This design comes from an exercise in tuning for small area and a short achievable clock period on the open sky130 flow, not from production work. RTL that was checked went through simulation tests only; none was proved equivalent to the original. Power and IR drop assume default switching activity.

== oak ==
==> flow/design.v (excerpt) <==
module MIPS_cpu(
    input clock,
    input reset,
    output [31:0] imem_addr,
    input [31:0] imem_rdata,
    output [31:0] dmem_addr,
    output [31:0] dmem_wdata,
    output dmem_we,
    input [31:0] dmem_rdata,
    output wb_en,
    output [4:0] wb_addr,
    output [31:0] wb_data
    );
    reg  [31:0] pc;           
    reg  [31:0] pc_d;         
    reg  [31:0] ir;           
    reg  [31:0] sel_a, sel_b;  
    reg  [31:0] ones;         
    integer n;
    always @(*) begin
        ones = {pc[30:0], 1'b1};
        for (n = 1; n < 32; n = n * 2)
            ones = ones & ((ones << n) | ((32'd1 << n) - 32'd1));
    end
    wire [31:0] pc_inc = pc ^ ones;
    wire [31:0] pc_next;
    reg  [31:0] a_q, b_q;     
    reg         z_q;          
    reg  [4:0]  k_q;          
    reg         x_rw, x_we, x_ld, x_add, x_slt, x_cg;
    reg  [3:0]  x_tt;         
    reg         x_shl, x_shr, x_slc, x_src;
    reg         x_bz, x_bnz, x_jmp, x_jmr;
    reg  [4:0]  x_wa;
    reg         carry_q;
    reg         cin_q;        
    reg         wb_en_q;
    reg  [4:0]  wb_addr_q;
    reg  [31:0] wb_data_q;
    assign imem_addr  = pc;
    assign dmem_addr  = a_q;
    assign dmem_wdata = b_q;
    assign dmem_we    = x_we;
    assign wb_en      = wb_en_q;
    assign wb_addr    = wb_addr_q;
    assign wb_data    = wb_data_q;
    function [31:0] onehot(input [4:0] r);
        reg byp;
        integer k;
        begin
            byp = x_rw & (x_wa != 5'd0) & (x_wa == r);
            for (k = 1; k < 32; k = k + 1)
  ...
export LEC_CHECK = 0
export CAP_MARGIN = 30
export CORE_MARGIN = 2
export CORE_UTILIZATION = 45
export CTS_CLUSTER_DIAMETER = 100
export CTS_CLUSTER_SIZE = 20
export SETUP_SLACK_MARGIN = 5
export SLEW_MARGIN = 30
export SYNTH_HIERARCHICAL = 1
create_clock -name core_clock -period 8.0 [get_ports {clock}]
standard.sh (not shown) runs the stock make flow with config.mk's settings and CLKGATE_MAP_FILE= SYNTH_SCRIPT=/design/flow/synth_recipe.tcl, a recipe that flattens the netlist after the stock synthesis.
==> flow/flow/run.sh <==
#!/bin/bash
# Layout flow: the standard flow (standard.sh), run in two parts.
#  1. synthesis, unchanged;
#  2. floorplan to final layout, with
#     - the delay cells (dlygate*, clkdlybuf*, dlymetal*) added to the
#       platform's don't-use list, so that port buffers and repair buffers
#       are plain buffers that timing repair can resize;
set -euo pipefail
DU="$(cat flow/dont_use.txt)"
bash standard.sh synth > synth.log 2>&1
bash standard.sh "DONT_USE_CELLS=$DU" SETUP_SLACK_MARGIN=5.3 finish > layout.log 2>&1
==> flow/flow/dont_use.txt <==
sky130_fd_sc_hd__probe_p_8 sky130_fd_sc_hd__probec_p_8 sky130_fd_sc_hd__lpflow_bleeder_1 sky130_fd_sc_hd__lpflow_clkbufkapwr_1 sky130_fd_sc_hd__lpflow_clkbufkapwr_16 sky130_fd_sc_hd__lpflow_clkbufkapwr_2 sky130_fd_sc_hd__lpflow_clkbufkapwr_4 sky130_fd_sc_hd__lpflow_clkbufkapwr_8 sky130_fd_sc_hd__lpflow_clkinvkapwr_1 sky130_fd_sc_hd__lpflow_clkinvkapwr_16 sky130_fd_sc_hd__lpflow_clkinvkapwr_2 sky130_fd_sc_hd__lpflow_clkinvkapwr_4 sky130_fd_sc_hd__lpflow_clkinvkapwr_8 sky130_fd_sc_hd__lpflow_decapkapwr_12 sky130_fd_sc_hd__lpflow_decapkapwr_3 sky130_fd_sc_hd__lpflow_decapkapwr_4 sky130_fd_sc_hd__lpflow_decapkapwr_6 sky130_fd_sc_hd__lpflow_decapkapwr_8 sky130_fd_sc_hd__lpflow_inputiso0n_1 sky130_fd_sc_hd__lpflow_inputiso0p_1 sky130_fd_sc_hd__lpflow_inputiso1n_1 sky130_fd_sc_hd__lpflow_inputiso1p_1 sky130_fd_sc_hd__lpflow_inputisolatch_1 sky130_fd_sc_hd__lpflow_isobufsrc_1 sky130_fd_sc_hd__lpflow_isobufsrc_16 sky130_fd_sc_hd__lpflow_isobufsrc_2 sky130_fd_sc_hd__lpflow_isobufsrc_4 sky130_fd_sc_hd__lpflow_isobufsrc_8 sky130_fd_sc_hd__lpflow_isobufsrckapwr_16 sky130_fd_sc_hd__lpflow_lsbuf_lh_hl_isowell_tap_1 sky130_fd_sc_hd__lpflow_lsbuf_lh_hl_isowell_tap_2 sky130_fd_sc_hd__lpflow_lsbuf_lh_hl_isowell_tap_4 sky130_fd_sc_hd__lpflow_lsbuf_lh_isowell_4 sky130_fd_sc_hd__lpflow_lsbuf_lh_isowell_tap_1 sky130_fd_sc_hd__lpflow_lsbuf_lh_isowell_tap_2 sky130_fd_sc_hd__lpflow_lsbuf_lh_isowell_tap_4 sky130_fd_sc_hd__clkdlybuf4s15_1 sky130_fd_sc_hd__clkdlybuf4s15_2 sky130_fd_sc_hd__clkdlybuf4s18_1 sky130_fd_sc_hd__clkdlybuf4s18_2 sky130_fd_sc_hd__clkdlybuf4s25_1 sky130_fd_sc_hd__clkdlybuf4s25_2 sky130_fd_sc_hd__clkdlybuf4s50_1 sky130_fd_sc_hd__clkdlybuf4s50_2 sky130_fd_sc_hd__dlygate4sd1_1 sky130_fd_sc_hd__dlygate4sd2_1 sky130_fd_sc_hd__dlygate4sd3_1 sky130_fd_sc_hd__dlymetal6s2s_1 sky130_fd_sc_hd__dlymetal6s4s_1 sky130_fd_sc_hd__dlymetal6s6s_1
oak reached the end of the flow, and the finished layout is clean on the timing, DRC and antenna checks.
[inputs] pine vs oak
diff --git a/flow/design.v b/flow/design.v
--- a/flow/design.v
+++ b/flow/design.v
@@ -14,30 +14,31 @@
     );
     reg  [31:0] pc;           
     reg  [31:0] pc_d;         
     reg  [31:0] ir;           
     reg  [31:0] sel_a, sel_b;  
     reg  [31:0] ones;         
-    integer n;
+    integer n, g;
     always @(*) begin
         ones = {pc[30:0], 1'b1};
         for (n = 1; n < 32; n = n * 2)
             ones = ones & ((ones << n) | ((32'd1 << n) - 32'd1));
     end
     wire [31:0] pc_inc = pc ^ ones;
     wire [31:0] pc_next;
     reg  [31:0] a_q, b_q;     
-    reg         z_q;          
+    reg  [7:0]  nz_q;         
     reg  [4:0]  k_q;          
     reg         x_rw, x_we, x_ld, x_add, x_slt, x_cg;
     reg  [3:0]  x_tt;         
     reg         x_shl, x_shr, x_slc, x_src;
     reg         x_bz, x_bnz, x_jmp, x_jmr;
     reg  [4:0]  x_wa;
     reg         carry_q;
     reg         cin_q;        
+    reg         rf_clear;     
     reg         wb_en_q;
     reg  [4:0]  wb_addr_q;
     reg  [31:0] wb_data_q;
     assign imem_addr  = pc;
     assign dmem_addr  = a_q;
     assign dmem_wdata = b_q;
@@ -110,22 +111,22 @@
     wire imm_se  = o_jml | o_pcst | o_bz | o_bnz | o_jmp | o_adi | o_adci | o_sbi;
     wire use_imm = imm_se | o_ani | o_ori | o_xri | o_siu | o_aiu;
     wire inv_b   = o_sub | o_sbi | o_siu | o_slt;
     wire [31:0] immx = {{17{imm_se & imm[14]}}, imm};
     wire        use_rb  = ~use_imm;
     wire [31:0] ra_n, rb_n;
-    wire        ra_zero;
-    MIPS_registerFile rf(clock, reset, sel_a, sel_b, wb_en_q, wb_addr_q, wb_data_q, ra_n, rb_n, ra_zero);
+    MIPS_registerFile rf(clock, rf_clear, sel_a, sel_b, wb_en_q, wb_addr_q, wb_data_q, ra_n, rb_n);
     wire [31:0] ra_v = ~ra_n;
     wire [31:0] rb_v = ~rb_n;
     wire [4:0] sh = imm[4:0];
     wire [31:0] b_other = immx ^ {32{inv_b}};
     always @(posedge clock) begin
         a_q  <= use_pc ? pc_d : ra_v;
         b_q  <= use_rb ? rb_v ^ {32{inv_b}} : b_other;
-        z_q  <= ra_zero;
+        for (g = 0; g < 8; g = g + 1)
+            nz_q[g] <= ~&ra_n[4*g +: 4];
         k_q  <= o_lsl ? sh : o_lsr ? (5'd0 - sh) : o_shlc ? 5'd1 : 5'd31;
         x_wa <= fd;
         if (reset) begin
             {x_rw, x_we, x_ld, x_add, x_slt, x_cg} <= 6'd0;
             x_tt <= 4'd0;
             {x_shl, x_shr, x_slc, x_src} <= 4'd0;
@@ -171,15 +172,17 @@
     wire [31:0] shres = {x_src ? carry_q : shm[31], shm[30:1], x_slc ? carry_q : shm[0]};
     wire x_sh = x_shl | x_shr | x_slc | x_src;
     wire [31:0] res_other = lres | ({32{x_sh}} & shres) | {31'd0, x_slt & le};
     wire cout = (x_cg & (a_q[31] | b_q[31]) & ~sum[31]) |
                 (((x_shl | x_slc) & rot[0]) | ((x_shr | x_src) & rot[31])) & ~kz;
     wire [31:0] wbd = x_add ? sum : x_ld ? dmem_rdata : res_other;
-    wire taken = x_jmp | (x_bz & z_q) | (x_bnz & ~z_q);
+    wire z = ~|nz_q;          
+    wire taken = x_jmp | (x_bz & z) | (x_bnz & ~z);
     assign pc_next = taken ? sum : x_jmr ? a_q : pc_inc;
     always @(posedge clock) begin
+        rf_clear  <= reset;
         carry_q   <= cout;
         cin_q     <= (o_sub | o_sbi | o_siu) | (o_adci & cout);
         wb_addr_q <= x_wa;
         wb_data_q <= wbd;
         if (reset)
             wb_en_q <= 1'b0;
@@ -194,39 +197,26 @@
     input [31:0] selA,
     input [31:0] selB,
     input load_enable,
     input [4:0] dest_select,
     input [31:0] reg_data,
     output [31:0] operandA_n,
-    output [31:0] operandB_n,
-    output reg zeroA            
+    output [31:0] operandB_n
     );
     wire [31:0] wdata = reg_data & {32{~reset}};
-    wire        wzero = ~|wdata;
     wire [31:0] regs [1:31];
-    wire [31:1] zf;             
     genvar i, b;
     generate
         for (i = 1; i < 32; i = i + 1) begin : r
             reg [31:0] q;
-            reg z;
             always @(posedge clk)
-                if (reset | (load_enable & (dest_select == i))) begin
+                if (reset | (load_enable & (dest_select == i)))
                     q <= wdata;
-                    z <= wzero;
-                end
             assign regs[i] = q;
-            assign zf[i] = z;
         end
     endgenerate
-    integer j;
-    always @(*) begin
-        zeroA = ~|selA | (selA[31] & ~|reg_data);
-        for (j = 1; j < 32; j = j + 1)
-            zeroA = zeroA | (selA[j-1] & zf[j]);
-    end
     generate
         for (b = 0; b < 32; b = b + 1) begin : rd
             wire [31:0] col;
             for (i = 1; i < 32; i = i + 1) begin : c
                 assign col[i-1] = regs[i][b];
             end
[summary]
- pine leaves less setup margin than oak.
- Going from oak to pine, design internal power shrank slightly.
- Changes observed in pine relative to oak: switching power as a share of total power down 0.61 points, sequential power down about 2.8%.
- Share of post-route cells with drive strength above 1 of pine is on par with oak.
- Total half-perimeter wirelength after legalization and detailed placement ended up about 1.2% higher on pine than on oak.
- pine against oak: reported clock group power held; detailed-routing iteration count for the pre-antenna-repair pass decreased by 1 relative to the old numbers; post-CTS setup-driven buffer insertion count dropped 8.5%.
- When the final numbers for pine and oak were put side by side, the final critical-path required period turned out to be greater in pine.
- Die area | pine < oak
- oak -> pine: register cell area after layout decreased by a few percent
- The via count reported for pine is lower than the one for oak.
- Relative to oak, the power measured on pine has decreased by a few percent.
Function not checked in pine: the RTL went through the layout flow alone.

==> static timing again, ports no longer ideal <==
In the flow no input, the clock included, has a driving cell. The finished layouts below were timed again as built, in two steps. Step 1 (the two cells are an assumption about what drives the block):
set clk [get_ports {clock}]
set_driving_cell -lib_cell sky130_fd_sc_hd__clkbuf_16 $clk
set_driving_cell -lib_cell sky130_fd_sc_hd__buf_2 [delete_from_list [all_inputs] $clk]
Step 2 also shifts input and output timing later by t, the mid clock arrival at the registers, as if the neighbouring blocks saw the same clock. Three values: ideal, step 1, step 2; two values: the first two.
run | t, ns | setup slack, ns | worst slew at a driven data input, ns | pins driven straight from the clock port
oak | 0.760 | 5.097 / 5.021 / 4.412 | 0.15 | 1
pine | 0.763 | 5.032 / 4.957 / 4.669 | 0.12 | 1
After both steps setup and hold are still met in every run listed. The setup slack of oak, which loses most, moves by -0.076 ns with the drivers and by -0.685 ns with both steps.
